Context: an optimization exercise on an open-source flow, tuned for small area and a short achievable clock period. The choices shown serve that exercise and are no tape-out recipe. RTL that was checked went through simulation tests only; none was proved equivalent to the original. The RTL of run 1 was laid out without a check of its function. Power is estimated from default activity; no workload was simulated. The clock port is modelled as an ideal driver; clocking choices that lean on that would not hold on a real chip.

## flow/design.v (module list and top-level ports; edited modules follow where they fit)
// module mul_A: 4543 lines
// module fa: 6 lines
// module ha: 6 lines
module mul_A (CLK, RESETn, a, b, y);
  // ...
==> flow/run.sh <==
#!/bin/bash
# synth_recipe.tcl (not shown) runs the flow's synth.tcl, then flattens the netlist and writes it again
# the make line also repeats each setting of config.mk as NAME=value (left out here)
make -C /OpenROAD-flow-scripts/flow DESIGN_CONFIG=/design/flow/config.mk WORK_HOME=/design/flow/orfs CLKGATE_MAP_FILE= SYNTH_SCRIPT=/design/flow/synth_recipe.tcl finish
==> flow/config.mk <==
export PLATFORM = sky130hd
export DESIGN_NAME = mul_A
export DESIGN_NICKNAME = mul_A
export VERILOG_FILES = /design/flow/design.v
export SDC_FILE = /design/flow/constraint.sdc
export NUM_CORES = 4
export LEC_CHECK = 0
export CAP_MARGIN = 20
export CORE_MARGIN = 2
export CORE_UTILIZATION = 55
export CTS_CLUSTER_DIAMETER = 120
export CTS_CLUSTER_SIZE = 32
export SETUP_SLACK_MARGIN = 2.85
export SLEW_MARGIN = 20
export SYNTH_HIERARCHICAL = 1
export SYNTH_MINIMUM_KEEP_SIZE = 0
==> flow/constraint.sdc <==
create_clock -name core_clock -period 5.0 [get_ports {CLK}]
set_input_delay 1.0000 -clock core_clock [delete_from_list [all_inputs] [get_ports {CLK}]]
set_output_delay 1.0000 -clock core_clock [all_outputs]
set_load 0.01 [all_outputs]
==> flow_summary.ini, run 1 <==
[routing]
avgRoutedWirePerCell_um = 15.96
firstDrtPassIters = 5
drt_iter0_markers = 1444
met2_wirelength_um = 53510
wirelength_um = 109400
wl_met3_um = 3121

[yosys]
synth_nets = 5621
ys_warn_count = 7
avgSynthCellArea_um2 = 15.31
synth_commonest_cells = dfxtp_1 (2,641), xnor2_1 (563), a22oi_1 (496)
synth_top_family_by_area = adder cells
yosysMostFrequentCell = dfxtp_1

[global_route]
grt_first_pass_wirelength_um = 177200
grt-ovfl-total = 0
met2_usage_pct = 26.51

[finish]
synthToLayoutAreaGrowth_pct = 7.935
clk_share_pct = 3.065
final_cell_area_mm2 = 0.08218

[critical_path]
endpoint = q8_43
critPathBufInv = 2
r2r_start = m7_31_1
crit_path_end_kind = flop

[outcome]
run_status = timing/DRC/antenna clean

[power]
power_frac_seq_pct = 61.2
powerSeq_w = 0.0332
power_clock_w = 0.00918
swShare_pct = 26.84
p_per_area_mw_per_mm2 = 660.5

[floorplanning]
start_util_pct = 55.38
dieWidth_um = 376.1
tapCellCount = 1794
coreArea_mm2 = 0.1375

[placed_design]
dpl_cell_area_mm2 = 0.07923
io_buffers = 129
pre_cts_slack_ns = 2.257
place_congestion = 0.7832

[clock_network]
cts_setup_buffers = 15

[hold_path]
holdPathEnd = p20[19]
worstHoldStart = p19[19]

[sta]
setup_viol = 0
fin_crit_sh_pct = 49.03
slew_headroom_pct = 51.67
clock_skew_ns = 0.04204
==> run 2, diff against run 1 <==
--- a/flow/design.v
+++ b/flow/design.v
@@ -668,17 +668,17 @@
 	reg nd6;
 	reg [31:0] b6;
 	reg d6_n14;
 	reg d6_o14;
 	reg d6_t14;
 	reg d6_n15;
 	reg d6_o15;
 	reg d6_t15;
-	reg a6_31;
+	reg d6_p16;
 	reg l7_24;
 	reg l7_25;
 	reg l7_26;
 	reg l7_27;
 	reg l7_0;
 	reg l7_1;
 	reg l7_2;
 	reg l7_3;
@@ -769,35 +769,36 @@
 	reg m7_60_0;
 	reg m7_60_1;
 	reg m7_61_0;
 	reg m7_61_1;
 	reg m7_62_0;
 	reg m7_62_1;
 	reg m7_63_0;
 	reg m7_63_1;
-	reg nd7;
-	reg [31:0] b7;
-	reg d7_p16;
 	reg q8_28;
 	reg q8_29;
 	reg q8_30;
 	reg q8_31;
 	reg q8_32;
 	reg q8_33;
 	reg q8_34;
 	reg q8_35;
 	reg q8_36;
 	reg q8_37;
 	reg q8_38;
 	reg q8_39;
 	reg q8_40;
 	reg q8_41;
 	reg q8_42;
 	reg q8_43;
+	reg q8_44;
+	reg q8_45;
+	reg q8_46;
+	reg q8_47;
 	reg q8_0;
 	reg q8_1;
 	reg q8_2;
 	reg q8_3;
 	reg q8_4;
 	reg q8_5;
 	reg q8_6;
 	reg q8_7;
@@ -816,24 +817,16 @@
 	reg q8_20;
 	reg q8_21;
 	reg q8_22;
 	reg q8_23;
 	reg q8_24;
 	reg q8_25;
 	reg q8_26;
 	reg q8_27;
-	reg q8_44_0;
-	reg q8_44_1;
-	reg q8_45_0;
-	reg q8_45_1;
-	reg q8_46_0;
-	reg q8_46_1;
-	reg q8_47_0;
-	reg q8_47_1;
 	reg q8_48_0;
 	reg q8_48_1;
 	reg q8_49_0;
 	reg q8_49_1;
 	reg q8_50_0;
 	reg q8_50_1;
 	reg q8_51_0;
 	reg q8_51_1;
@@ -2275,53 +2268,53 @@
 	wire pp1386;
 	wire pp1387;
 	wire pp1388;
 	wire pp1389;
 	wire pp1390;
 	wire pp1391;
 	wire pp1392;
 	wire nn1393;
-	wire s1394;
-	wire c1395;
-	wire s1396;
-	wire c1397;
-	wire [4:0] sum1398;
-	wire s1399;
-	wire c1400;
-	wire s1401;
-	wire c1402;
-	wire s1403;
-	wire c1404;
-	wire s1405;
-	wire c1406;
-	wire s1407;
-	wire c1408;
-	wire s1409;
-	wire c1410;
-	wire s1411;
-	wire c1412;
-	wire s1413;
-	wire c1414;
-	wire s1415;
-	wire c1416;
-	wire s1417;
-	wire c1418;
-	wire s1419;
-	wire c1420;
-	wire s1421;
-	wire c1422;
-	wire s1423;
-	wire c1424;
-	wire s1425;
-	wire c1426;
-	wire s1427;
-	wire c1428;
-	wire s1429;
-	wire c1430;
+	wire pp1394;
+	wire pp1395;
+	wire pp1396;
+	wire pp1397;
+	wire pp1398;
+	wire pp1399;
+	wire pp1400;
+	wire pp1401;
+	wire pp1402;
+	wire pp1403;
+	wire pp1404;
+	wire pp1405;
+	wire pp1406;
+	wire pp1407;
+	wire pp1408;
+	wire pp1409;
+	wire pp1410;
+	wire pp1411;
+	wire pp1412;
+	wire pp1413;
+	wire pp1414;
+	wire pp1415;
+	wire pp1416;
+	wire pp1417;
+	wire pp1418;
+	wire pp1419;
+	wire pp1420;
+	wire pp1421;
+	wire pp1422;
+	wire pp1423;
+	wire pp1424;
+	wire pp1425;
+	wire s1426;
+	wire c1427;
+	wire s1428;
+	wire c1429;
+	wire [4:0] sum1430;
 	wire s1431;
 	wire c1432;
 	wire s1433;
 	wire c1434;
 	wire s1435;
 	wire c1436;
 	wire s1437;
 	wire c1438;
@@ -2416,48 +2409,48 @@
 	wire s1527;
 	wire c1528;
 	wire s1529;
 	wire c1530;
 	wire s1531;
 	wire c1532;
 	wire s1533;
 	wire c1534;
-	wire pp1535;
-	wire pp1536;
-	wire pp1537;
-	wire pp1538;
-	wire pp1539;
-	wire pp1540;
-	wire pp1541;
-	wire pp1542;
-	wire pp1543;
-	wire pp1544;
-	wire pp1545;
-	wire pp1546;
-	wire pp1547;
-	wire pp1548;
-	wire pp1549;
-	wire pp1550;
-	wire pp1551;
-	wire pp1552;
-	wire pp1553;
-	wire pp1554;
-	wire pp1555;
-	wire pp1556;
-	wire pp1557;
-	wire pp1558;
-	wire pp1559;
-	wire pp1560;
-	wire pp1561;
-	wire pp1562;
-	wire pp1563;
-	wire pp1564;
-	wire pp1565;
-	wire pp1566;
+	wire s1535;
+	wire c1536;
+	wire s1537;
+	wire c1538;
+	wire s1539;
+	wire c1540;
+	wire s1541;
+	wire c1542;
+	wire s1543;
+	wire c1544;
+	wire s1545;
+	wire c1546;
+	wire s1547;
+	wire c1548;
+	wire s1549;
+	wire c1550;
+	wire s1551;
+	wire c1552;
+	wire s1553;
+	wire c1554;
+	wire s1555;
+	wire c1556;
+	wire s1557;
+	wire c1558;
+	wire s1559;
+	wire c1560;
+	wire s1561;
+	wire c1562;
+	wire s1563;
+	wire c1564;
+	wire s1565;
+	wire c1566;
 	wire s1567;
 	wire c1568;
 	wire s1569;
 	wire c1570;
 	wire s1571;
 	wire c1572;
 	wire s1573;
 	wire c1574;
@@ -2516,18 +2509,18 @@
 	wire s1627;
 	wire c1628;
 	wire s1629;
 	wire c1630;
 	wire s1631;
 	wire c1632;
 	wire s1633;
 	wire c1634;
-	wire [16:0] sum1635;
-	wire [20:0] sum1636;
+	wire [20:0] sum1635;
+	wire [16:0] sum1636;
 	wire [63:0] prod;
 	assign pp1 = (d0_o0 & b0[0]) ^ d0_n0;
 	assign pp2 = ((d0_o0 & b0[1]) | (d0_t0 & b0[0])) ^ d0_n0;
 	assign pp3 = ((d0_o0 & b0[2]) | (d0_t0 & b0[1])) ^ d0_n0;
 	assign pp4 = ((d0_o0 & b0[3]) | (d0_t0 & b0[2])) ^ d0_n0;
 	assign pp5 = ((d0_o0 & b0[4]) | (d0_t0 & b0[3])) ^ d0_n0;
 	assign pp6 = ((d0_o0 & b0[5]) | (d0_t0 & b0[4])) ^ d0_n0;
 	assign pp7 = ((d0_o0 & b0[6]) | (d0_t0 & b0[5])) ^ d0_n0;
@@ -3504,158 +3497,158 @@
 	assign pp1386 = ((d6_o15 & b6[26]) | (d6_t15 & b6[25])) ^ d6_n15;
 	assign pp1387 = ((d6_o15 & b6[27]) | (d6_t15 & b6[26])) ^ d6_n15;
 	assign pp1388 = ((d6_o15 & b6[28]) | (d6_t15 & b6[27])) ^ d6_n15;
 	assign pp1389 = ((d6_o15 & b6[29]) | (d6_t15 & b6[28])) ^ d6_n15;
 	assign pp1390 = ((d6_o15 & b6[30]) | (d6_t15 & b6[29])) ^ d6_n15;
 	assign pp1391 = ((d6_o15 & b6[31]) | (d6_t15 & b6[30])) ^ d6_n15;
 	assign pp1392 = (d6_t15 & b6[31]) ^ d6_n15;
 	assign nn1393 = ~d6_n15;
-	ha us1394 (.a(m6_26_0), .b(m6_26_1), .s(s1394), .co(c1395));
-	ha us1396 (.a(m6_27_0), .b(m6_27_1), .s(s1396), .co(c1397));
-	assign sum1398 = {1'b0, {c1395, nd6, m6_25_0, m6_24_0}} + {1'b0, {s1396, s1394, m6_25_1, m6_24_1}};
-	fa us1399 (.a(m6_28_0), .b(m6_28_1), .ci(d6_n14), .s(s1399), .co(c1400));
-	fa us1401 (.a(c1397), .b(s1399), .ci(pp1326), .s(s1401), .co(c1402));
-	ha us1403 (.a(m6_29_0), .b(m6_29_1), .s(s1403), .co(c1404));
-	fa us1405 (.a(s1403), .b(c1400), .ci(pp1327), .s(s1405), .co(c1406));
-	fa us1407 (.a(m6_30_0), .b(m6_30_1), .ci(c1404), .s(s1407), .co(c1408));
-	fa us1409 (.a(pp1328), .b(pp1360), .ci(s1407), .s(s1409), .co(c1410));
-	fa us1411 (.a(m6_31_0), .b(m6_31_1), .ci(pp1329), .s(s1411), .co(c1412));
-	fa us1413 (.a(pp1361), .b(c1408), .ci(s1411), .s(s1413), .co(c1414));
-	fa us1415 (.a(m6_32_0), .b(m6_32_1), .ci(pp1330), .s(s1415), .co(c1416));
-	fa us1417 (.a(pp1362), .b(c1412), .ci(s1415), .s(s1417), .co(c1418));
-	fa us1419 (.a(m6_33_0), .b(m6_33_1), .ci(pp1331), .s(s1419), .co(c1420));
-	fa us1421 (.a(pp1363), .b(c1416), .ci(s1419), .s(s1421), .co(c1422));
-	fa us1423 (.a(m6_34_0), .b(m6_34_1), .ci(pp1332), .s(s1423), .co(c1424));
-	fa us1425 (.a(pp1364), .b(c1420), .ci(s1423), .s(s1425), .co(c1426));
-	fa us1427 (.a(m6_35_0), .b(m6_35_1), .ci(pp1333), .s(s1427), .co(c1428));
-	fa us1429 (.a(pp1365), .b(c1424), .ci(s1427), .s(s1429), .co(c1430));
-	fa us1431 (.a(m6_36_0), .b(m6_36_1), .ci(pp1334), .s(s1431), .co(c1432));
-	fa us1433 (.a(pp1366), .b(c1428), .ci(s1431), .s(s1433), .co(c1434));
-	fa us1435 (.a(m6_37_0), .b(m6_37_1), .ci(pp1335), .s(s1435), .co(c1436));
-	fa us1437 (.a(pp1367), .b(c1432), .ci(s1435), .s(s1437), .co(c1438));
-	fa us1439 (.a(m6_38_0), .b(m6_38_1), .ci(pp1336), .s(s1439), .co(c1440));
-	fa us1441 (.a(pp1368), .b(c1436), .ci(s1439), .s(s1441), .co(c1442));
-	fa us1443 (.a(m6_39_0), .b(m6_39_1), .ci(pp1337), .s(s1443), .co(c1444));
-	fa us1445 (.a(pp1369), .b(c1440), .ci(s1443), .s(s1445), .co(c1446));
-	fa us1447 (.a(m6_40_0), .b(m6_40_1), .ci(pp1338), .s(s1447), .co(c1448));
-	fa us1449 (.a(pp1370), .b(c1444), .ci(s1447), .s(s1449), .co(c1450));
-	fa us1451 (.a(m6_41_0), .b(m6_41_1), .ci(pp1339), .s(s1451), .co(c1452));
-	fa us1453 (.a(pp1371), .b(c1448), .ci(s1451), .s(s1453), .co(c1454));
-	fa us1455 (.a(m6_42_0), .b(m6_42_1), .ci(pp1340), .s(s1455), .co(c1456));
-	fa us1457 (.a(pp1372), .b(c1452), .ci(s1455), .s(s1457), .co(c1458));
-	fa us1459 (.a(m6_43_0), .b(m6_43_1), .ci(pp1341), .s(s1459), .co(c1460));
-	fa us1461 (.a(pp1373), .b(c1456), .ci(s1459), .s(s1461), .co(c1462));
-	fa us1463 (.a(m6_44_0), .b(m6_44_1), .ci(pp1342), .s(s1463), .co(c1464));
-	fa us1465 (.a(pp1374), .b(c1460), .ci(s1463), .s(s1465), .co(c1466));
-	fa us1467 (.a(m6_45_0), .b(m6_45_1), .ci(pp1343), .s(s1467), .co(c1468));
-	fa us1469 (.a(pp1375), .b(c1464), .ci(s1467), .s(s1469), .co(c1470));
-	fa us1471 (.a(m6_46_0), .b(m6_46_1), .ci(pp1344), .s(s1471), .co(c1472));
-	fa us1473 (.a(pp1376), .b(c1468), .ci(s1471), .s(s1473), .co(c1474));
-	fa us1475 (.a(m6_47_0), .b(m6_47_1), .ci(pp1345), .s(s1475), .co(c1476));
-	fa us1477 (.a(pp1377), .b(c1472), .ci(s1475), .s(s1477), .co(c1478));
-	fa us1479 (.a(m6_48_0), .b(m6_48_1), .ci(pp1346), .s(s1479), .co(c1480));
-	fa us1481 (.a(pp1378), .b(c1476), .ci(s1479), .s(s1481), .co(c1482));
-	fa us1483 (.a(m6_49_0), .b(m6_49_1), .ci(pp1347), .s(s1483), .co(c1484));
-	fa us1485 (.a(pp1379), .b(c1480), .ci(s1483), .s(s1485), .co(c1486));
-	fa us1487 (.a(m6_50_0), .b(m6_50_1), .ci(pp1348), .s(s1487), .co(c1488));
-	fa us1489 (.a(pp1380), .b(c1484), .ci(s1487), .s(s1489), .co(c1490));
-	fa us1491 (.a(m6_51_0), .b(m6_51_1), .ci(pp1349), .s(s1491), .co(c1492));
-	fa us1493 (.a(pp1381), .b(c1488), .ci(s1491), .s(s1493), .co(c1494));
-	fa us1495 (.a(m6_52_0), .b(m6_52_1), .ci(pp1350), .s(s1495), .co(c1496));
-	fa us1497 (.a(pp1382), .b(c1492), .ci(s1495), .s(s1497), .co(c1498));
-	fa us1499 (.a(m6_53_0), .b(m6_53_1), .ci(pp1351), .s(s1499), .co(c1500));
-	fa us1501 (.a(pp1383), .b(c1496), .ci(s1499), .s(s1501), .co(c1502));
-	fa us1503 (.a(m6_54_0), .b(m6_54_1), .ci(pp1352), .s(s1503), .co(c1504));
-	fa us1505 (.a(pp1384), .b(c1500), .ci(s1503), .s(s1505), .co(c1506));
-	fa us1507 (.a(m6_55_0), .b(m6_55_1), .ci(pp1353), .s(s1507), .co(c1508));
-	fa us1509 (.a(pp1385), .b(c1504), .ci(s1507), .s(s1509), .co(c1510));
-	fa us1511 (.a(m6_56_0), .b(m6_56_1), .ci(pp1354), .s(s1511), .co(c1512));
-	fa us1513 (.a(pp1386), .b(c1508), .ci(s1511), .s(s1513), .co(c1514));
-	fa us1515 (.a(m6_57_0), .b(m6_57_1), .ci(pp1355), .s(s1515), .co(c1516));
-	fa us1517 (.a(pp1387), .b(c1512), .ci(s1515), .s(s1517), .co(c1518));
-	fa us1519 (.a(m6_58_0), .b(m6_58_1), .ci(pp1356), .s(s1519), .co(c1520));
-	fa us1521 (.a(pp1388), .b(c1516), .ci(s1519), .s(s1521), .co(c1522));
-	fa us1523 (.a(m6_59_0), .b(m6_59_1), .ci(pp1357), .s(s1523), .co(c1524));
-	fa us1525 (.a(pp1389), .b(c1520), .ci(s1523), .s(s1525), .co(c1526));
-	assign s1527 = ~pp1358;
-	assign c1528 = pp1358;
-	fa us1529 (.a(pp1390), .b(s1527), .ci(c1524), .s(s1529), .co(c1530));
-	fa us1531 (.a(nn1359), .b(pp1391), .ci(c1528), .s(s1531), .co(c1532));
-	assign s1533 = ~pp1392;
-	assign c1534 = pp1392;
-	assign pp1535 = d7_p16 & b7[0];
-	assign pp1536 = d7_p16 & b7[1];
-	assign pp1537 = d7_p16 & b7[2];
-	assign pp1538 = d7_p16 & b7[3];
-	assign pp1539 = d7_p16 & b7[4];
-	assign pp1540 = d7_p16 & b7[5];
-	assign pp1541 = d7_p16 & b7[6];
-	assign pp1542 = d7_p16 & b7[7];
-	assign pp1543 = d7_p16 & b7[8];
-	assign pp1544 = d7_p16 & b7[9];
-	assign pp1545 = d7_p16 & b7[10];
-	assign pp1546 = d7_p16 & b7[11];
-	assign pp1547 = d7_p16 & b7[12];
-	assign pp1548 = d7_p16 & b7[13];
-	assign pp1549 = d7_p16 & b7[14];
-	assign pp1550 = d7_p16 & b7[15];
-	assign pp1551 = d7_p16 & b7[16];
-	assign pp1552 = d7_p16 & b7[17];
-	assign pp1553 = d7_p16 & b7[18];
-	assign pp1554 = d7_p16 & b7[19];
-	assign pp1555 = d7_p16 & b7[20];
-	assign pp1556 = d7_p16 & b7[21];
-	assign pp1557 = d7_p16 & b7[22];
-	assign pp1558 = d7_p16 & b7[23];
-	assign pp1559 = d7_p16 & b7[24];
-	assign pp1560 = d7_p16 & b7[25];
-	assign pp1561 = d7_p16 & b7[26];
-	assign pp1562 = d7_p16 & b7[27];
-	assign pp1563 = d7_p16 & b7[28];
-	assign pp1564 = d7_p16 & b7[29];
-	assign pp1565 = d7_p16 & b7[30];
-	assign pp1566 = d7_p16 & b7[31];
-	ha us1567 (.a(m7_30_0), .b(m7_30_1), .s(s1567), .co(c1568));
-	ha us1569 (.a(m7_31_0), .b(m7_31_1), .s(s1569), .co(c1570));
-	fa us1571 (.a(m7_32_0), .b(m7_32_1), .ci(c1570), .s(s1571), .co(c1572));
-	fa us1573 (.a(m7_33_0), .b(m7_33_1), .ci(pp1536), .s(s1573), .co(c1574));
-	fa us1575 (.a(m7_34_0), .b(m7_34_1), .ci(pp1537), .s(s1575), .co(c1576));
-	fa us1577 (.a(m7_35_0), .b(m7_35_1), .ci(pp1538), .s(s1577), .co(c1578));
-	fa us1579 (.a(m7_36_0), .b(m7_36_1), .ci(pp1539), .s(s1579), .co(c1580));
-	fa us1581 (.a(m7_37_0), .b(m7_37_1), .ci(pp1540), .s(s1581), .co(c1582));
-	fa us1583 (.a(m7_38_0), .b(m7_38_1), .ci(pp1541), .s(s1583), .co(c1584));
-	fa us1585 (.a(m7_39_0), .b(m7_39_1), .ci(pp1542), .s(s1585), .co(c1586));
-	fa us1587 (.a(m7_40_0), .b(m7_40_1), .ci(pp1543), .s(s1587), .co(c1588));
-	fa us1589 (.a(m7_41_0), .b(m7_41_1), .ci(pp1544), .s(s1589), .co(c1590));
-	fa us1591 (.a(m7_42_0), .b(m7_42_1), .ci(pp1545), .s(s1591), .co(c1592));
-	fa us1593 (.a(m7_43_0), .b(m7_43_1), .ci(pp1546), .s(s1593), .co(c1594));
-	fa us1595 (.a(m7_44_0), .b(m7_44_1), .ci(pp1547), .s(s1595), .co(c1596));
-	fa us1597 (.a(m7_45_0), .b(m7_45_1), .ci(pp1548), .s(s1597), .co(c1598));
-	fa us1599 (.a(m7_46_0), .b(m7_46_1), .ci(pp1549), .s(s1599), .co(c1600));
-	fa us1601 (.a(m7_47_0), .b(m7_47_1), .ci(pp1550), .s(s1601), .co(c1602));
-	fa us1603 (.a(m7_48_0), .b(m7_48_1), .ci(pp1551), .s(s1603), .co(c1604));
-	fa us1605 (.a(m7_49_0), .b(m7_49_1), .ci(pp1552), .s(s1605), .co(c1606));
-	fa us1607 (.a(m7_50_0), .b(m7_50_1), .ci(pp1553), .s(s1607), .co(c1608));
-	fa us1609 (.a(m7_51_0), .b(m7_51_1), .ci(pp1554), .s(s1609), .co(c1610));
-	fa us1611 (.a(m7_52_0), .b(m7_52_1), .ci(pp1555), .s(s1611), .co(c1612));
-	fa us1613 (.a(m7_53_0), .b(m7_53_1), .ci(pp1556), .s(s1613), .co(c1614));
-	fa us1615 (.a(m7_54_0), .b(m7_54_1), .ci(pp1557), .s(s1615), .co(c1616));
-	fa us1617 (.a(m7_55_0), .b(m7_55_1), .ci(pp1558), .s(s1617), .co(c1618));
-	fa us1619 (.a(m7_56_0), .b(m7_56_1), .ci(pp1559), .s(s1619), .co(c1620));
-	fa us1621 (.a(m7_57_0), .b(m7_57_1), .ci(pp1560), .s(s1621), .co(c1622));
-	fa us1623 (.a(m7_58_0), .b(m7_58_1), .ci(pp1561), .s(s1623), .co(c1624));
-	fa us1625 (.a(m7_59_0), .b(m7_59_1), .ci(pp1562), .s(s1625), .co(c1626));
-	fa us1627 (.a(m7_60_0), .b(m7_60_1), .ci(pp1563), .s(s1627), .co(c1628));
-	fa us1629 (.a(m7_61_0), .b(m7_61_1), .ci(pp1564), .s(s1629), .co(c1630));
-	fa us1631 (.a(m7_62_0), .b(m7_62_1), .ci(pp1565), .s(s1631), .co(c1632));
-	fa us1633 (.a(m7_63_0), .b(m7_63_1), .ci(pp1566), .s(s1633), .co(c1634));
-	assign sum1635 = {1'b0, {c1592, c1590, c1588, c1586, c1584, c1582, c1580, c1578, c1576, c1574, c1572, pp1535, c1568, nd7, m7_29_0, m7_28_0}} + {1'b0, {s1593, s1591, s1589, s1587, s1585, s1583, s1581, s1579, s1577, s1575, s1573, s1571, s1569, s1567, m7_29_1, m7_28_1}};
-	assign sum1636 = {{q8_63_0, q8_62_0, q8_61_0, q8_60_0, q8_59_0, q8_58_0, q8_57_0, q8_56_0, q8_55_0, q8_54_0, q8_53_0, q8_52_0, q8_51_0, q8_50_0, q8_49_0, q8_48_0, q8_47_0, q8_46_0, q8_45_0, q8_44_0}, 1'b1} + {{q8_63_1, q8_62_1, q8_61_1, q8_60_1, q8_59_1, q8_58_1, q8_57_1, q8_56_1, q8_55_1, q8_54_1, q8_53_1, q8_52_1, q8_51_1, q8_50_1, q8_49_1, q8_48_1, q8_47_1, q8_46_1, q8_45_1, q8_44_1}, q8_ci};
-	assign prod = {sum1636[20], sum1636[19], sum1636[18], sum1636[17], sum1636[16], sum1636[15], sum1636[14], sum1636[13], sum1636[12], sum1636[11], sum1636[10], sum1636[9], sum1636[8], sum1636[7], sum1636[6], sum1636[5], sum1636[4], sum1636[3], sum1636[2], sum1636[1], q8_43, q8_42, q8_41, q8_40, q8_39, q8_38, q8_37, q8_36, q8_35, q8_34, q8_33, q8_32, q8_31, q8_30, q8_29, q8_28, q8_27, q8_26, q8_25, q8_24, q8_23, q8_22, q8_21, q8_20, q8_19, q8_18, q8_17, q8_16, q8_15, q8_14, q8_13, q8_12, q8_11, q8_10, q8_9, q8_8, q8_7, q8_6, q8_5, q8_4, q8_3, q8_2, q8_1, q8_0};
+	assign pp1394 = d6_p16 & b6[0];
+	assign pp1395 = d6_p16 & b6[1];
+	assign pp1396 = d6_p16 & b6[2];
+	assign pp1397 = d6_p16 & b6[3];
+	assign pp1398 = d6_p16 & b6[4];
+	assign pp1399 = d6_p16 & b6[5];
+	assign pp1400 = d6_p16 & b6[6];
+	assign pp1401 = d6_p16 & b6[7];
+	assign pp1402 = d6_p16 & b6[8];
+	assign pp1403 = d6_p16 & b6[9];
+	assign pp1404 = d6_p16 & b6[10];
+	assign pp1405 = d6_p16 & b6[11];
+	assign pp1406 = d6_p16 & b6[12];
+	assign pp1407 = d6_p16 & b6[13];
+	assign pp1408 = d6_p16 & b6[14];
+	assign pp1409 = d6_p16 & b6[15];
+	assign pp1410 = d6_p16 & b6[16];
+	assign pp1411 = d6_p16 & b6[17];
+	assign pp1412 = d6_p16 & b6[18];
+	assign pp1413 = d6_p16 & b6[19];
+	assign pp1414 = d6_p16 & b6[20];
+	assign pp1415 = d6_p16 & b6[21];
+	assign pp1416 = d6_p16 & b6[22];
+	assign pp1417 = d6_p16 & b6[23];
+	assign pp1418 = d6_p16 & b6[24];
+	assign pp1419 = d6_p16 & b6[25];
+	assign pp1420 = d6_p16 & b6[26];
+	assign pp1421 = d6_p16 & b6[27];
+	assign pp1422 = d6_p16 & b6[28];
+	assign pp1423 = d6_p16 & b6[29];
+	assign pp1424 = d6_p16 & b6[30];
+	assign pp1425 = d6_p16 & b6[31];
+	ha us1426 (.a(m6_26_0), .b(m6_26_1), .s(s1426), .co(c1427));
+	ha us1428 (.a(m6_27_0), .b(m6_27_1), .s(s1428), .co(c1429));
+	assign sum1430 = {1'b0, {c1427, nd6, m6_25_0, m6_24_0}} + {1'b0, {s1428, s1426, m6_25_1, m6_24_1}};
+	fa us1431 (.a(m6_28_0), .b(m6_28_1), .ci(d6_n14), .s(s1431), .co(c1432));
+	fa us1433 (.a(c1429), .b(s1431), .ci(pp1326), .s(s1433), .co(c1434));
+	ha us1435 (.a(m6_29_0), .b(m6_29_1), .s(s1435), .co(c1436));
+	fa us1437 (.a(s1435), .b(c1432), .ci(pp1327), .s(s1437), .co(c1438));
+	ha us1439 (.a(m6_30_0), .b(m6_30_1), .s(s1439), .co(c1440));
+	fa us1441 (.a(d6_n15), .b(c1436), .ci(s1439), .s(s1441), .co(c1442));
+	fa us1443 (.a(pp1328), .b(pp1360), .ci(s1441), .s(s1443), .co(c1444));
+	ha us1445 (.a(m6_31_0), .b(m6_31_1), .s(s1445), .co(c1446));
+	fa us1447 (.a(c1440), .b(s1445), .ci(pp1329), .s(s1447), .co(c1448));
+	fa us1449 (.a(pp1361), .b(c1442), .ci(s1447), .s(s1449), .co(c1450));
+	fa us1451 (.a(m6_32_0), .b(m6_32_1), .ci(c1446), .s(s1451), .co(c1452));
+	fa us1453 (.a(pp1394), .b(pp1330), .ci(pp1362), .s(s1453), .co(c1454));
+	fa us1455 (.a(s1451), .b(c1448), .ci(s1453), .s(s1455), .co(c1456));
+	fa us1457 (.a(m6_33_0), .b(m6_33_1), .ci(pp1395), .s(s1457), .co(c1458));
+	fa us1459 (.a(pp1331), .b(pp1363), .ci(c1452), .s(s1459), .co(c1460));
+	fa us1461 (.a(s1457), .b(c1454), .ci(s1459), .s(s1461), .co(c1462));
+	fa us1463 (.a(m6_34_0), .b(m6_34_1), .ci(pp1396), .s(s1463), .co(c1464));
+	fa us1465 (.a(pp1332), .b(pp1364), .ci(c1458), .s(s1465), .co(c1466));
+	fa us1467 (.a(s1463), .b(c1460), .ci(s1465), .s(s1467), .co(c1468));
+	fa us1469 (.a(m6_35_0), .b(m6_35_1), .ci(pp1397), .s(s1469), .co(c1470));
+	fa us1471 (.a(pp1333), .b(pp1365), .ci(c1464), .s(s1471), .co(c1472));
+	fa us1473 (.a(s1469), .b(c1466), .ci(s1471), .s(s1473), .co(c1474));
+	fa us1475 (.a(m6_36_0), .b(m6_36_1), .ci(pp1398), .s(s1475), .co(c1476));
+	fa us1477 (.a(pp1334), .b(pp1366), .ci(c1470), .s(s1477), .co(c1478));
+	fa us1479 (.a(s1475), .b(c1472), .ci(s1477), .s(s1479), .co(c1480));
+	fa us1481 (.a(m6_37_0), .b(m6_37_1), .ci(pp1399), .s(s1481), .co(c1482));
+	fa us1483 (.a(pp1335), .b(pp1367), .ci(c1476), .s(s1483), .co(c1484));
+	fa us1485 (.a(s1481), .b(c1478), .ci(s1483), .s(s1485), .co(c1486));
+	fa us1487 (.a(m6_38_0), .b(m6_38_1), .ci(pp1400), .s(s1487), .co(c1488));
+	fa us1489 (.a(pp1336), .b(pp1368), .ci(c1482), .s(s1489), .co(c1490));
+	fa us1491 (.a(s1487), .b(c1484), .ci(s1489), .s(s1491), .co(c1492));
+	fa us1493 (.a(m6_39_0), .b(m6_39_1), .ci(pp1401), .s(s1493), .co(c1494));
+	fa us1495 (.a(pp1337), .b(pp1369), .ci(c1488), .s(s1495), .co(c1496));
+	fa us1497 (.a(s1493), .b(c1490), .ci(s1495), .s(s1497), .co(c1498));
+	fa us1499 (.a(m6_40_0), .b(m6_40_1), .ci(pp1402), .s(s1499), .co(c1500));
+	fa us1501 (.a(pp1338), .b(pp1370), .ci(c1494), .s(s1501), .co(c1502));
+	fa us1503 (.a(s1499), .b(c1496), .ci(s1501), .s(s1503), .co(c1504));
+	fa us1505 (.a(m6_41_0), .b(m6_41_1), .ci(pp1403), .s(s1505), .co(c1506));
+	fa us1507 (.a(pp1339), .b(pp1371), .ci(c1500), .s(s1507), .co(c1508));
+	fa us1509 (.a(s1505), .b(c1502), .ci(s1507), .s(s1509), .co(c1510));
+	fa us1511 (.a(m6_42_0), .b(m6_42_1), .ci(pp1404), .s(s1511), .co(c1512));
+	fa us1513 (.a(pp1340), .b(pp1372), .ci(c1506), .s(s1513), .co(c1514));
+	fa us1515 (.a(s1511), .b(c1508), .ci(s1513), .s(s1515), .co(c1516));
+	fa us1517 (.a(m6_43_0), .b(m6_43_1), .ci(pp1405), .s(s1517), .co(c1518));
+	fa us1519 (.a(pp1341), .b(pp1373), .ci(c1512), .s(s1519), .co(c1520));
+	fa us1521 (.a(s1517), .b(c1514), .ci(s1519), .s(s1521), .co(c1522));
+	fa us1523 (.a(m6_44_0), .b(m6_44_1), .ci(pp1406), .s(s1523), .co(c1524));
+	fa us1525 (.a(pp1342), .b(pp1374), .ci(c1518), .s(s1525), .co(c1526));
+	fa us1527 (.a(s1523), .b(c1520), .ci(s1525), .s(s1527), .co(c1528));
+	fa us1529 (.a(m6_45_0), .b(m6_45_1), .ci(pp1407), .s(s1529), .co(c1530));
+	fa us1531 (.a(pp1343), .b(pp1375), .ci(c1524), .s(s1531), .co(c1532));
+	fa us1533 (.a(s1529), .b(c1526), .ci(s1531), .s(s1533), .co(c1534));
+	fa us1535 (.a(m6_46_0), .b(m6_46_1), .ci(pp1408), .s(s1535), .co(c1536));
+	fa us1537 (.a(pp1344), .b(pp1376), .ci(c1530), .s(s1537), .co(c1538));
+	fa us1539 (.a(s1535), .b(c1532), .ci(s1537), .s(s1539), .co(c1540));
+	fa us1541 (.a(m6_47_0), .b(m6_47_1), .ci(pp1409), .s(s1541), .co(c1542));
+	fa us1543 (.a(pp1345), .b(pp1377), .ci(c1536), .s(s1543), .co(c1544));
+	fa us1545 (.a(s1541), .b(c1538), .ci(s1543), .s(s1545), .co(c1546));
+	fa us1547 (.a(m6_48_0), .b(m6_48_1), .ci(pp1410), .s(s1547), .co(c1548));
+	fa us1549 (.a(pp1346), .b(pp1378), .ci(c1542), .s(s1549), .co(c1550));
+	fa us1551 (.a(s1547), .b(c1544), .ci(s1549), .s(s1551), .co(c1552));
+	fa us1553 (.a(m6_49_0), .b(m6_49_1), .ci(pp1411), .s(s1553), .co(c1554));
+	fa us1555 (.a(pp1347), .b(pp1379), .ci(c1548), .s(s1555), .co(c1556));
+	fa us1557 (.a(s1553), .b(c1550), .ci(s1555), .s(s1557), .co(c1558));
+	fa us1559 (.a(m6_50_0), .b(m6_50_1), .ci(pp1412), .s(s1559), .co(c1560));
+	fa us1561 (.a(pp1348), .b(pp1380), .ci(c1554), .s(s1561), .co(c1562));
+	fa us1563 (.a(s1559), .b(c1556), .ci(s1561), .s(s1563), .co(c1564));
+	fa us1565 (.a(m6_51_0), .b(m6_51_1), .ci(pp1413), .s(s1565), .co(c1566));
+	fa us1567 (.a(pp1349), .b(pp1381), .ci(c1560), .s(s1567), .co(c1568));
+	fa us1569 (.a(s1565), .b(c1562), .ci(s1567), .s(s1569), .co(c1570));
+	fa us1571 (.a(m6_52_0), .b(m6_52_1), .ci(pp1414), .s(s1571), .co(c1572));
+	fa us1573 (.a(pp1350), .b(pp1382), .ci(c1566), .s(s1573), .co(c1574));
+	fa us1575 (.a(s1571), .b(c1568), .ci(s1573), .s(s1575), .co(c1576));
+	fa us1577 (.a(m6_53_0), .b(m6_53_1), .ci(pp1415), .s(s1577), .co(c1578));
+	fa us1579 (.a(pp1351), .b(pp1383), .ci(c1572), .s(s1579), .co(c1580));
+	fa us1581 (.a(s1577), .b(c1574), .ci(s1579), .s(s1581), .co(c1582));
+	fa us1583 (.a(m6_54_0), .b(m6_54_1), .ci(pp1416), .s(s1583), .co(c1584));
+	fa us1585 (.a(pp1352), .b(pp1384), .ci(c1578), .s(s1585), .co(c1586));
+	fa us1587 (.a(s1583), .b(c1580), .ci(s1585), .s(s1587), .co(c1588));
+	fa us1589 (.a(m6_55_0), .b(m6_55_1), .ci(pp1417), .s(s1589), .co(c1590));
+	fa us1591 (.a(pp1353), .b(pp1385), .ci(c1584), .s(s1591), .co(c1592));
+	fa us1593 (.a(s1589), .b(c1586), .ci(s1591), .s(s1593), .co(c1594));
+	fa us1595 (.a(m6_56_0), .b(m6_56_1), .ci(pp1418), .s(s1595), .co(c1596));
+	fa us1597 (.a(pp1354), .b(pp1386), .ci(c1590), .s(s1597), .co(c1598));
+	fa us1599 (.a(s1595), .b(c1592), .ci(s1597), .s(s1599), .co(c1600));
+	fa us1601 (.a(m6_57_0), .b(m6_57_1), .ci(pp1419), .s(s1601), .co(c1602));
+	fa us1603 (.a(pp1355), .b(pp1387), .ci(c1596), .s(s1603), .co(c1604));
+	fa us1605 (.a(s1601), .b(c1598), .ci(s1603), .s(s1605), .co(c1606));
+	fa us1607 (.a(m6_58_0), .b(m6_58_1), .ci(pp1420), .s(s1607), .co(c1608));
+	fa us1609 (.a(pp1356), .b(pp1388), .ci(c1602), .s(s1609), .co(c1610));
+	fa us1611 (.a(s1607), .b(c1604), .ci(s1609), .s(s1611), .co(c1612));
+	fa us1613 (.a(m6_59_0), .b(m6_59_1), .ci(pp1421), .s(s1613), .co(c1614));
+	fa us1615 (.a(pp1357), .b(pp1389), .ci(c1608), .s(s1615), .co(c1616));
+	fa us1617 (.a(s1613), .b(c1610), .ci(s1615), .s(s1617), .co(c1618));
+	assign s1619 = ~pp1422;
+	assign c1620 = pp1422;
+	fa us1621 (.a(s1619), .b(pp1358), .ci(pp1390), .s(s1621), .co(c1622));
+	fa us1623 (.a(c1614), .b(s1621), .ci(c1616), .s(s1623), .co(c1624));
+	fa us1625 (.a(nn1359), .b(pp1423), .ci(c1620), .s(s1625), .co(c1626));
+	fa us1627 (.a(pp1391), .b(s1625), .ci(c1622), .s(s1627), .co(c1628));
+	assign s1629 = ~pp1424;
+	assign c1630 = pp1424;
+	fa us1631 (.a(s1629), .b(pp1392), .ci(c1626), .s(s1631), .co(c1632));
+	fa us1633 (.a(nn1393), .b(pp1425), .ci(c1630), .s(s1633), .co(c1634));
+	assign sum1635 = {1'b0, {m7_47_0, m7_46_0, m7_45_0, m7_44_0, m7_43_0, m7_42_0, m7_41_0, m7_40_0, m7_39_0, m7_38_0, m7_37_0, m7_36_0, m7_35_0, m7_34_0, m7_33_0, m7_32_0, m7_31_0, m7_30_0, m7_29_0, m7_28_0}} + {1'b0, {m7_47_1, m7_46_1, m7_45_1, m7_44_1, m7_43_1, m7_42_1, m7_41_1, m7_40_1, m7_39_1, m7_38_1, m7_37_1, m7_36_1, m7_35_1, m7_34_1, m7_33_1, m7_32_1, m7_31_1, m7_30_1, m7_29_1, m7_28_1}};
+	assign sum1636 = {{q8_63_0, q8_62_0, q8_61_0, q8_60_0, q8_59_0, q8_58_0, q8_57_0, q8_56_0, q8_55_0, q8_54_0, q8_53_0, q8_52_0, q8_51_0, q8_50_0, q8_49_0, q8_48_0}, 1'b1} + {{q8_63_1, q8_62_1, q8_61_1, q8_60_1, q8_59_1, q8_58_1, q8_57_1, q8_56_1, q8_55_1, q8_54_1, q8_53_1, q8_52_1, q8_51_1, q8_50_1, q8_49_1, q8_48_1}, q8_ci};
+	assign prod = {sum1636[16], sum1636[15], sum1636[14], sum1636[13], sum1636[12], sum1636[11], sum1636[10], sum1636[9], sum1636[8], sum1636[7], sum1636[6], sum1636[5], sum1636[4], sum1636[3], sum1636[2], sum1636[1], q8_47, q8_46, q8_45, q8_44, q8_43, q8_42, q8_41, q8_40, q8_39, q8_38, q8_37, q8_36, q8_35, q8_34, q8_33, q8_32, q8_31, q8_30, q8_29, q8_28, q8_27, q8_26, q8_25, q8_24, q8_23, q8_22, q8_21, q8_20, q8_19, q8_18, q8_17, q8_16, q8_15, q8_14, q8_13, q8_12, q8_11, q8_10, q8_9, q8_8, q8_7, q8_6, q8_5, q8_4, q8_3, q8_2, q8_1, q8_0};
 	always @(posedge CLK) begin
 		b0 <= b;
 		d0_n0 <= a[1];
 		d0_o0 <= a[0] ^ 1'b0;
 		d0_t0 <= (a[1] & ~a[0] & ~1'b0) | (~a[1] & a[0] & 1'b0);
 		d0_n1 <= a[3];
 		d0_o1 <= a[2] ^ a[1];
 		d0_t1 <= (a[3] & ~a[2] & ~a[1]) | (~a[3] & a[2] & a[1]);
@@ -4317,21 +4310,21 @@
 		nd6 <= d5_n13;
 		b6 <= b5;
 		d6_n14 <= a5_29;
 		d6_o14 <= a5_28 ^ a5_27;
 		d6_t14 <= (a5_29 & ~a5_28 & ~a5_27) | (~a5_29 & a5_28 & a5_27);
 		d6_n15 <= a5_31;
 		d6_o15 <= a5_30 ^ a5_29;
 		d6_t15 <= (a5_31 & ~a5_30 & ~a5_29) | (~a5_31 & a5_30 & a5_29);
-		a6_31 <= a5_31;
-		l7_24 <= sum1398[0];
-		l7_25 <= sum1398[1];
-		l7_26 <= sum1398[2];
-		l7_27 <= sum1398[3];
+		d6_p16 <= a5_31;
+		l7_24 <= sum1430[0];
+		l7_25 <= sum1430[1];
+		l7_26 <= sum1430[2];
+		l7_27 <= sum1430[3];
 		l7_0 <= l6_0;
 		l7_1 <= l6_1;
 		l7_2 <= l6_2;
 		l7_3 <= l6_3;
 		l7_4 <= l6_4;
 		l7_5 <= l6_5;
 		l7_6 <= l6_6;
 		l7_7 <= l6_7;
@@ -4346,107 +4339,108 @@
 		l7_16 <= l6_16;
 		l7_17 <= l6_17;
 		l7_18 <= l6_18;
 		l7_19 <= l6_19;
 		l7_20 <= l6_20;
 		l7_21 <= l6_21;
 		l7_22 <= l6_22;
 		l7_23 <= l6_23;
-		m7_28_0 <= sum1398[4];
-		m7_28_1 <= s1401;
-		m7_29_0 <= c1402;
-		m7_29_1 <= s1405;
-		m7_30_0 <= c1406;
-		m7_30_1 <= s1409;
-		m7_31_0 <= c1410;
-		m7_31_1 <= s1413;
-		m7_32_0 <= c1414;
-		m7_32_1 <= s1417;
-		m7_33_0 <= c1418;
-		m7_33_1 <= s1421;
-		m7_34_0 <= c1422;
-		m7_34_1 <= s1425;
-		m7_35_0 <= c1426;
-		m7_35_1 <= s1429;
-		m7_36_0 <= c1430;
-		m7_36_1 <= s1433;
-		m7_37_0 <= c1434;
-		m7_37_1 <= s1437;
-		m7_38_0 <= c1438;
-		m7_38_1 <= s1441;
-		m7_39_0 <= c1442;
-		m7_39_1 <= s1445;
-		m7_40_0 <= c1446;
-		m7_40_1 <= s1449;
-		m7_41_0 <= c1450;
-		m7_41_1 <= s1453;
-		m7_42_0 <= c1454;
-		m7_42_1 <= s1457;
-		m7_43_0 <= c1458;
-		m7_43_1 <= s1461;
-		m7_44_0 <= c1462;
-		m7_44_1 <= s1465;
-		m7_45_0 <= c1466;
-		m7_45_1 <= s1469;
-		m7_46_0 <= c1470;
-		m7_46_1 <= s1473;
-		m7_47_0 <= c1474;
-		m7_47_1 <= s1477;
-		m7_48_0 <= c1478;
-		m7_48_1 <= s1481;
-		m7_49_0 <= c1482;
-		m7_49_1 <= s1485;
-		m7_50_0 <= c1486;
-		m7_50_1 <= s1489;
-		m7_51_0 <= c1490;
-		m7_51_1 <= s1493;
-		m7_52_0 <= c1494;
-		m7_52_1 <= s1497;
-		m7_53_0 <= c1498;
-		m7_53_1 <= s1501;
-		m7_54_0 <= c1502;
-		m7_54_1 <= s1505;
-		m7_55_0 <= c1506;
-		m7_55_1 <= s1509;
-		m7_56_0 <= c1510;
-		m7_56_1 <= s1513;
-		m7_57_0 <= c1514;
-		m7_57_1 <= s1517;
-		m7_58_0 <= c1518;
-		m7_58_1 <= s1521;
-		m7_59_0 <= c1522;
-		m7_59_1 <= s1525;
-		m7_60_0 <= c1526;
-		m7_60_1 <= s1529;
-		m7_61_0 <= c1530;
-		m7_61_1 <= s1531;
-		m7_62_0 <= c1532;
-		m7_62_1 <= s1533;
-		m7_63_0 <= nn1393;
-		m7_63_1 <= c1534;
-		nd7 <= d6_n15;
-		b7 <= b6;
-		d7_p16 <= a6_31;
+		m7_28_0 <= sum1430[4];
+		m7_28_1 <= s1433;
+		m7_29_0 <= c1434;
+		m7_29_1 <= s1437;
+		m7_30_0 <= c1438;
+		m7_30_1 <= s1443;
+		m7_31_0 <= c1444;
+		m7_31_1 <= s1449;
+		m7_32_0 <= c1450;
+		m7_32_1 <= s1455;
+		m7_33_0 <= c1456;
+		m7_33_1 <= s1461;
+		m7_34_0 <= c1462;
+		m7_34_1 <= s1467;
+		m7_35_0 <= c1468;
+		m7_35_1 <= s1473;
+		m7_36_0 <= c1474;
+		m7_36_1 <= s1479;
+		m7_37_0 <= c1480;
+		m7_37_1 <= s1485;
+		m7_38_0 <= c1486;
+		m7_38_1 <= s1491;
+		m7_39_0 <= c1492;
+		m7_39_1 <= s1497;
+		m7_40_0 <= c1498;
+		m7_40_1 <= s1503;
+		m7_41_0 <= c1504;
+		m7_41_1 <= s1509;
+		m7_42_0 <= c1510;
+		m7_42_1 <= s1515;
+		m7_43_0 <= c1516;
+		m7_43_1 <= s1521;
+		m7_44_0 <= c1522;
+		m7_44_1 <= s1527;
+		m7_45_0 <= c1528;
+		m7_45_1 <= s1533;
+		m7_46_0 <= c1534;
+		m7_46_1 <= s1539;
+		m7_47_0 <= c1540;
+		m7_47_1 <= s1545;
+		m7_48_0 <= c1546;
+		m7_48_1 <= s1551;
+		m7_49_0 <= c1552;
+		m7_49_1 <= s1557;
+		m7_50_0 <= c1558;
+		m7_50_1 <= s1563;
+		m7_51_0 <= c1564;
+		m7_51_1 <= s1569;
+		m7_52_0 <= c1570;
+		m7_52_1 <= s1575;
+		m7_53_0 <= c1576;
+		m7_53_1 <= s1581;
+		m7_54_0 <= c1582;
+		m7_54_1 <= s1587;
+		m7_55_0 <= c1588;
+		m7_55_1 <= s1593;
+		m7_56_0 <= c1594;
+		m7_56_1 <= s1599;
+		m7_57_0 <= c1600;
+		m7_57_1 <= s1605;
+		m7_58_0 <= c1606;
+		m7_58_1 <= s1611;
+		m7_59_0 <= c1612;
+		m7_59_1 <= s1617;
+		m7_60_0 <= c1618;
+		m7_60_1 <= s1623;
+		m7_61_0 <= c1624;
+		m7_61_1 <= s1627;
+		m7_62_0 <= c1628;
+		m7_62_1 <= s1631;
+		m7_63_0 <= c1632;
+		m7_63_1 <= s1633;
 		q8_28 <= sum1635[0];
 		q8_29 <= sum1635[1];
 		q8_30 <= sum1635[2];
 		q8_31 <= sum1635[3];
 		q8_32 <= sum1635[4];
 		q8_33 <= sum1635[5];
 		q8_34 <= sum1635[6];
 		q8_35 <= sum1635[7];
 		q8_36 <= sum1635[8];
 		q8_37 <= sum1635[9];
 		q8_38 <= sum1635[10];
 		q8_39 <= sum1635[11];
 		q8_40 <= sum1635[12];
 		q8_41 <= sum1635[13];
 		q8_42 <= sum1635[14];
 		q8_43 <= sum1635[15];
+		q8_44 <= sum1635[16];
+		q8_45 <= sum1635[17];
+		q8_46 <= sum1635[18];
+		q8_47 <= sum1635[19];
 		q8_0 <= l7_0;
 		q8_1 <= l7_1;
 		q8_2 <= l7_2;
 		q8_3 <= l7_3;
 		q8_4 <= l7_4;
 		q8_5 <= l7_5;
 		q8_6 <= l7_6;
 		q8_7 <= l7_7;
@@ -4465,57 +4459,49 @@
 		q8_20 <= l7_20;
 		q8_21 <= l7_21;
 		q8_22 <= l7_22;
 		q8_23 <= l7_23;
 		q8_24 <= l7_24;
 		q8_25 <= l7_25;
 		q8_26 <= l7_26;
 		q8_27 <= l7_27;
-		q8_44_0 <= c1594;
-		q8_44_1 <= s1595;
-		q8_45_0 <= c1596;
-		q8_45_1 <= s1597;
-		q8_46_0 <= c1598;
-		q8_46_1 <= s1599;
-		q8_47_0 <= c1600;
-		q8_47_1 <= s1601;
-		q8_48_0 <= c1602;
-		q8_48_1 <= s1603;
-		q8_49_0 <= c1604;
-		q8_49_1 <= s1605;
-		q8_50_0 <= c1606;
-		q8_50_1 <= s1607;
-		q8_51_0 <= c1608;
-		q8_51_1 <= s1609;
-		q8_52_0 <= c1610;
-		q8_52_1 <= s1611;
-		q8_53_0 <= c1612;
-		q8_53_1 <= s1613;
-		q8_54_0 <= c1614;
-		q8_54_1 <= s1615;
-		q8_55_0 <= c1616;
-		q8_55_1 <= s1617;
-		q8_56_0 <= c1618;
-		q8_56_1 <= s1619;
-		q8_57_0 <= c1620;
-		q8_57_1 <= s1621;
-		q8_58_0 <= c1622;
-		q8_58_1 <= s1623;
-		q8_59_0 <= c1624;
-		q8_59_1 <= s1625;
-		q8_60_0 <= c1626;
-		q8_60_1 <= s1627;
-		q8_61_0 <= c1628;
-		q8_61_1 <= s1629;
-		q8_62_0 <= c1630;
-		q8_62_1 <= s1631;
-		q8_63_0 <= c1632;
-		q8_63_1 <= s1633;
-		q8_ci <= sum1635[16];
+		q8_48_0 <= m7_48_0;
+		q8_48_1 <= m7_48_1;
+		q8_49_0 <= m7_49_0;
+		q8_49_1 <= m7_49_1;
+		q8_50_0 <= m7_50_0;
+		q8_50_1 <= m7_50_1;
+		q8_51_0 <= m7_51_0;
+		q8_51_1 <= m7_51_1;
+		q8_52_0 <= m7_52_0;
+		q8_52_1 <= m7_52_1;
+		q8_53_0 <= m7_53_0;
+		q8_53_1 <= m7_53_1;
+		q8_54_0 <= m7_54_0;
+		q8_54_1 <= m7_54_1;
+		q8_55_0 <= m7_55_0;
+		q8_55_1 <= m7_55_1;
+		q8_56_0 <= m7_56_0;
+		q8_56_1 <= m7_56_1;
+		q8_57_0 <= m7_57_0;
+		q8_57_1 <= m7_57_1;
+		q8_58_0 <= m7_58_0;
+		q8_58_1 <= m7_58_1;
+		q8_59_0 <= m7_59_0;
+		q8_59_1 <= m7_59_1;
+		q8_60_0 <= m7_60_0;
+		q8_60_1 <= m7_60_1;
+		q8_61_0 <= m7_61_0;
+		q8_61_1 <= m7_61_1;
+		q8_62_0 <= m7_62_0;
+		q8_62_1 <= m7_62_1;
+		q8_63_0 <= m7_63_0;
+		q8_63_1 <= m7_63_1;
+		q8_ci <= sum1635[20];
 		p9 <= prod;
 		p10 <= p9;
 		p11 <= p10;
 		p12 <= p11;
 		p13 <= p12;
 		p14 <= p13;
 		p15 <= p14;
 		p16 <= p15;
==> run 2 against run 1 <==
- clock power decreased by 1%
- total power decreased by 1.9%
- first-iteration DRC count up 12%
- worst setup slack better by 0.27 ns
- non-clock buffer count fell by 4
- critical path depth fell by 10
- clock skew decreased by 0.013 ns
- hold slack improved by 0.022 ns
- via count is 0.47% lower
- sequential power hardly changed
- final area decreased by 1.1%
- largest power group unchanged
- highest routed layer unchanged
==> flow_summary.ini, run 2 <==
[sta]
fin_crit_sh_pct = 43.62
slew_violations = 0
clock_skew_ns = 0.02942
setup_viol = 0
holdWs_ns = 0.3241
min_period_ns = 2.181
fmax_ghz = 0.4585
rsz0062_at_grt = true
setup_ws_ns = 2.819
hold_viol = 0
slew_headroom_pct = 46.38
fin_tns_setup_ns = 0
tightestPinTransition_ns = 0.8042

[critical_path]
rr_worst_depth = 5
crit_fanout = 1
cp.required_ns = 4.00
worst-setup-path-type = reg -> out
crit_start = y[16]
start_kind = flop
cpPeakStageDelay_ns = 0.34
critPathBufInv = 1
cp.arrival_ns = 1.18
crit_path_end_kind = output pin
crit_path_top_delay_cell = dfxtp_2
cp_num_cells = 1
critPathTopFamily = flip-flops
r2r_start = d6_p16
path_cells = buf_6

[yosys]
yosysUniqueCellTypes = 52
synthArstFlopShare_pct = 0
yosysMostFrequentCell = dfxtp_1
yosysSeqAreaShare_pct = 69.16
synth_commonest_cells = dfxtp_1 (2,604), xnor2_1 (567), a22oi_1 (496)
ys_warn_count = 7
synth_nets = 5562
synth-edff-count = 0
synth.top_cells.by_area = dfxtp_1 (69%), fa_1 (13%), xnor2_1 (6.6%)
synth.cell_area_mm2 = 0.07538
ys.flop_type = dfxtp_1
synth_top_area_share_pct = 69.16
yosys.area.top_type = dfxtp_1
ys_seq_elements = 2604
avgSynthCellArea_um2 = 15.34
syn_inst = 4915

[routing]
firstDrtPassIters = 5
avgRoutedWirePerCell_um = 17.08
vias = 33160
drc = 0
drt_iter0_markers = 1620
wirelength_um = 115800
viasPerCell = 4.889
ant_nets = 0

[floorplanning]
start_util_pct = 55.50
pin_count = 130
dieWidth_um = 374.2
fp.dieArea_mm2 = 0.1400
fp.dieH_um = 374.2
row_count = 135
coreArea_mm2 = 0.1358

[clock_network]
cts_sinks = 2604
clk_latency_ns = 0.73
cts_hold_buf = 0
root_buffer = clkbuf_16
clkTransAtPathRegs_ns = 0.12
htree_levels = 3
numCtsBuffers = 91
ctsLongestPathBuffers = 3
cts_tree = yes

[global_route]
antenna_found_initial = 1
grt_max_degree = 71
grt_pass1_vias = 35300
met3_usage_pct = 2.032
grt_util_met1_pct = 20.59
grt_first_pass_wirelength_um = 188400
busiest_layer = met2
grt_usage_pct = 16.63
grt-ovfl-total = 0
met2_usage_pct = 29.98

[placed_design]
io_buffers = 129
dpl.cell_count = 6657
dp_hpwl_um = 78770
place_congestion = 0.7916
pre_cts_slack_ns = 2.328

[finish]
final_common_cell = dfxtp_1
synthToLayoutAreaGrowth_pct = 7.825
post_layout_nonfiller_instances = 6782
layout_common_cells = dfxtp_1 (2,549), xnor2_1 (563), a22oi_1 (495)
antenna_cells = 0
drive_gt1_share_pct = 6.859
final_nets = 5638

[job]
maxCapViolations = 0

[hold_path]
worstHoldStart = p15[13]
hold_class = reg -> reg
min_path_cells = 0

[power]
finalPower_w = 0.05326
vdd_drop_max_v = 0.0003749
p_per_area_mw_per_mm2 = 655.3
p_leak_nw = 32.52

[outcome]
run_status = timing/DRC/antenna clean
[run 2: cell count changes after synthesis, sizes merged, moves of 4 or more]
cell / before / now
and3: 69 / 65
nor3: 8 / 3
a2111oi: 1 / 5
xor2: 31 / 27
xnor2: 563 / 567
nand2: 60 / 53
clkbuf: 160 / 155
o21ai: 35 / 40
and2: 39 / 34
dfxtp: 2641 / 2604
[run 2: final cells by class]
cell class / instances / area, um^2
multi-input combinational: 2043 / 22300
timing repair buffer: 195 / 1858
clock buffer: 94 / 2320
tap: 1781 / 2228
sequential: 2604 / 52230
clock inverter: 9 / 138.9
fill: 10690 / 54530
inverter: 56 / 210.2
[run 2: per-layer routing]
metal  wire [um]  vias up
met1       50610    16490
met4        3112        0
met3        3163      165
met5           0        -
met2       58950      425
li1            -    16070
[run 2: what timing repair did]
item                       in CTS  in global routing
setup endpoints to repair     357                277
setup buffers                  12                  9
pin swaps                      10                 15
gates cloned                    1                  0
resized for setup             319                 79
[run 2: path summary, 6_finish.rpt]
path,end,slack [ns]
setup / recovery,y[16],2.82
setup reg to reg,m7_44_1,2.84
hold reg to reg,p16[13],0.32
hold / removal,p16[13],0.32
[run 2: where the power goes]
group / switching, W / leakage, nW / internal (W) / total [W]
clock network: 0.00566 / 1.20 / 0.00340 / 0.00907
registers: 0.00273 / 22.0 / 0.0302 / 0.0329
logic: 0.00589 / 9.36 / 0.00538 / 0.0113
[run 2: cells by family (layout without fill, tap and decap cells)]
logic type / after synthesis / count (layout) / synth area share [%]
and+or+nand+nor: 231 / 231 / 1.698
muxes: 1 / 1 / 0.01328
adders and majority gates: 581 / 581 / 14.55
AOI/OAI and AO/OA: 636 / 636 / 6.211
DFF: 2604 / 2604 / 69.16
buffers and inverters: 268 / 354 / 1.464
xor gates and xnor gates: 594 / 594 / 6.902
[run 2: modules after synthesis (local to each module, per instance)]
| module | cell area, um^2 | copies in the design | flops+latches |
|---|---|---|---|
| fa | 20.02 | 486 | 0 |
| mul_A | 65350 | 1 | 2604 |
| ha | 12.51 | 24 | 0 |
[run 2: per-stage QoR]
stage	instance area, um^2	util (%)
after floorplan	75400	-
after global placement	78360	57.70
after detailed placement	78390	57.72
after CTS	80910	59.58
after global routing	81280	59.85
final	81280	59.85
==> run 3, diff against run 2 <==
--- a/flow/config.mk
+++ b/flow/config.mk
@@ -7,7 +7,7 @@
 export LEC_CHECK = 0
 export CAP_MARGIN = 20
 export CORE_MARGIN = 2
-export CORE_UTILIZATION = 55
+export CORE_UTILIZATION = 70
 export CTS_CLUSTER_DIAMETER = 120
 export CTS_CLUSTER_SIZE = 32
 export SETUP_SLACK_MARGIN = 2.85
==> run 3 against run 2 <==
- die area down 21%
- sequential power about the same
- total power grew 0.72%
- clock power decreased by 0.4%
- sequential share of layout area grew 0.24 points
- cell count down 5.4%
- maximum frequency is 1.0% lower
- routed wire length increased by 0.75%
- synthesized cell count unchanged
- sequential cell count is the same
- synthesized area unchanged
- hold slack lost 0.0091 ns
- largest power group unchanged
==> flow_summary.ini, run 3 <==
[yosys]
yosys.area.top_type = dfxtp_1
synthArstFlopShare_pct = 0
synth.top_cells.by_area = dfxtp_1 (69%), fa_1 (13%), xnor2_1 (6.6%)
synth.cell_area_mm2 = 0.07538
synth-edff-count = 0
yosysSeqAreaShare_pct = 69.16
yosysMostFrequentCell = dfxtp_1
syn_inst = 4915
synth_nets = 5562
ys_warn_count = 7
avgSynthCellArea_um2 = 15.34
synth_top_area_share_pct = 69.16
ys_seq_elements = 2604
ys.flop_type = dfxtp_1
yosysUniqueCellTypes = 52
synth_commonest_cells = dfxtp_1 (2,604), xnor2_1 (567), a22oi_1 (496)

[finish]
final-seq-area_mm2 = 0.05223
synthToLayoutAreaGrowth_pct = 7.440
layout_common_cells = dfxtp_1 (2,548), xnor2_1 (566), a22oi_1 (495)
post_layout_nonfiller_instances = 6415
multi_input_area_mm2 = 0.02234
antenna_cells = 0
final_common_cell = dfxtp_1
final_nets = 5653
n_fill_cell = 6500
drive_gt1_share_pct = 7.243

[floorplanning]
dieWidth_um = 332.2
fp.dieArea_mm2 = 0.1103
pin_count = 130
fp.dieH_um = 332.2
start_util_pct = 70.51
coreArea_mm2 = 0.1069
row_count = 120

[global_route]
antenna_found_initial = 0
met2_usage_pct = 39.34
grt_first_pass_wirelength_um = 188200
busiest_layer = met2
grt_util_met1_pct = 25.15
grt_pass1_vias = 36460
grt_usage_pct = 21.10
met3_usage_pct = 2.400
grt-ovfl-total = 0
grt_max_degree = 47

[placed_design]
dp_hpwl_um = 77010
dpl.cell_count = 6282
place_congestion = 0.8385
io_buffers = 129

[clock_network]
cts_hold_buf = 0
clk_latency_ns = 0.72
cts_sinks = 2604
clkTransAtPathRegs_ns = 0.11
root_buffer = clkbuf_16
cts_tree = yes
numCtsBuffers = 91
ctsLongestPathBuffers = 3
htree_levels = 3

[critical_path]
crit_path_end_kind = flop
cp.required_ns = 5.56
worst-setup-path-type = reg -> reg
crit_fanout = 6
start_kind = flop
reg2reg_slack_ns = 2.80
cp.arrival_ns = 2.76

[sta]
setup_viol = 0
fin_tns_setup_ns = 0
slew_headroom_pct = 50.23
hold_viol = 0
fmax_ghz = 0.4539
slew_violations = 0
min_period_ns = 2.203
fin_crit_sh_pct = 44.06
rsz0062_at_grt = true
clock_skew_ns = 0.03241
tightestPinTransition_ns = 0.7465

[power]
vdd_drop_max_v = 0.0004817
p_leak_nw = 32.56
finalPower_w = 0.05364
p_per_area_mw_per_mm2 = 662.4

[hold_path]
hold_class = reg -> reg

[routing]
wirelength_um = 116700
vias = 33820
drc = 0
avgRoutedWirePerCell_um = 18.19
ant_nets = 0
viasPerCell = 5.272
firstDrtPassIters = 5
drt_iter0_markers = 1792

[job]
maxCapViolations = 0

[outcome]
run_status = timing/DRC/antenna clean
## run 3: area by class of cell
cell class | count | share of cell area [%]
sequential | 2604 | 64.50
clock buffer | 92 | 2.843
inverter | 56 | 0.2596
clock inverter | 7 | 0.1653
multi-input combinational | 2043 | 27.58
timing repair buffer | 210 | 2.490
tap | 1403 | 2.168
## run 3: logic make-up after synthesis
family	count (synthesis)	synth area share (%)
DFF	2604	69.16
AOI/OAI and AO/OA	636	6.211
xor gates and xnor gates	594	6.902
adders and majority gates	581	14.55
buffers and inverters	268	1.464
and+or+nand+nor	231	1.698
muxes	1	0.01328
## run 3: timing repair
action / in CTS / in global routing
endpoints found under the setup margin: 420 / 237
setup buffers: 12 / 20
gates cloned: 0 / 2
pin swaps: 10 / 17
hold endpoints to repair: 0 / 0
gates resized for setup: 351 / 79
## run 3: per-module statistics from Yosys, one instance, submodules excluded
module	cell area, um^2	cells inside	flops+latches	copies in the design
mul_A	65350	4405	2604	1
fa	20.02	1	0	486
ha	12.51	1	0	24
## run 3: report_power, final
group          total (W)  leakage, nW  internal (W)  switching (W)
combinational     0.0114         9.41       0.00543        0.00601
sequential        0.0332         22.0        0.0302        0.00295
clock            0.00903         1.19       0.00339        0.00565
total             0.0536         32.6        0.0390         0.0146
## run 3: path summary, 6_finish.rpt
path,from,to,depth (start not counted)
worst min-delay path,p16[19],p17[19],0
worst max-delay path,m7_28_1,q8_ci,8
worst max register to register,m7_28_1,q8_ci,8
worst min register to register,p16[19],p17[19],0
## run 3: per-stage QoR
step | setup slack (ns) | utilization (%) | instance area [um^2] | hold slack (ns)
finish | 2.797 | 75.76 | 80990 | 0.3151
global route | 2.723 | 75.76 | 80990 | 0.3217
CTS | 2.729 | 75.29 | 80480 | 0.3145
detailed placement | 2.156 | 72.88 | 77910 | 0.3121
global placement | 2.158 | 72.86 | 77890 | 0.3095
floorplan | 2.816 | - | 75400 | 0.3096
## run 3: critical path, cell delays in order (launching register included)
cell       delay, ns
dfxtp_2         0.35
ha_4            0.17
fa_2            0.37
a211oi_4        0.28
o21ai_4         0.10
o2111ai_4       0.25
a21boi_4        0.14
a21oi_1         0.25
o22ai_1         0.13
## run 3: metal layers
| layer | share of wire (%) | vias up |
|---|---|---|
| li1 | - | 16100 |
| met1 | 41 | 16870 |
| met2 | 53 | 629 |
| met3 | 3.2 | 216 |
| met4 | 2.9 | 0 |
| met5 | 0 | - |

## separate check: timing with driven ports
The results above use ideal ports. As a check the final layouts listed here were re-extracted and re-timed, cells and wires unchanged.
Step 1: set_driving_cell puts a clkbuf_16 on CLK and a buf_2 on each other input, an assumption about the parent block.
Step 2 times the ports against the registers' clock, not the clock port: input delays grow and output delays shrink by t, the midpoint of the rising clock arrivals with the driver on.
Slacks: no drivers / after step 1 / after step 2; pairs: no drivers / after step 1.
| run | t, ns | setup slack, ns | worst setup path after step 2 |
|---|---|---|---|
| run 1 | 0.808 | 2.548 / 2.548 / 2.548 | register to register |
| run 2 | 0.792 | 2.819 / 2.748 / 2.839 | register to register |
| run 3 | 0.784 | 2.797 / 2.756 / 2.797 | register to register |
After both steps every run listed still meets setup and hold.
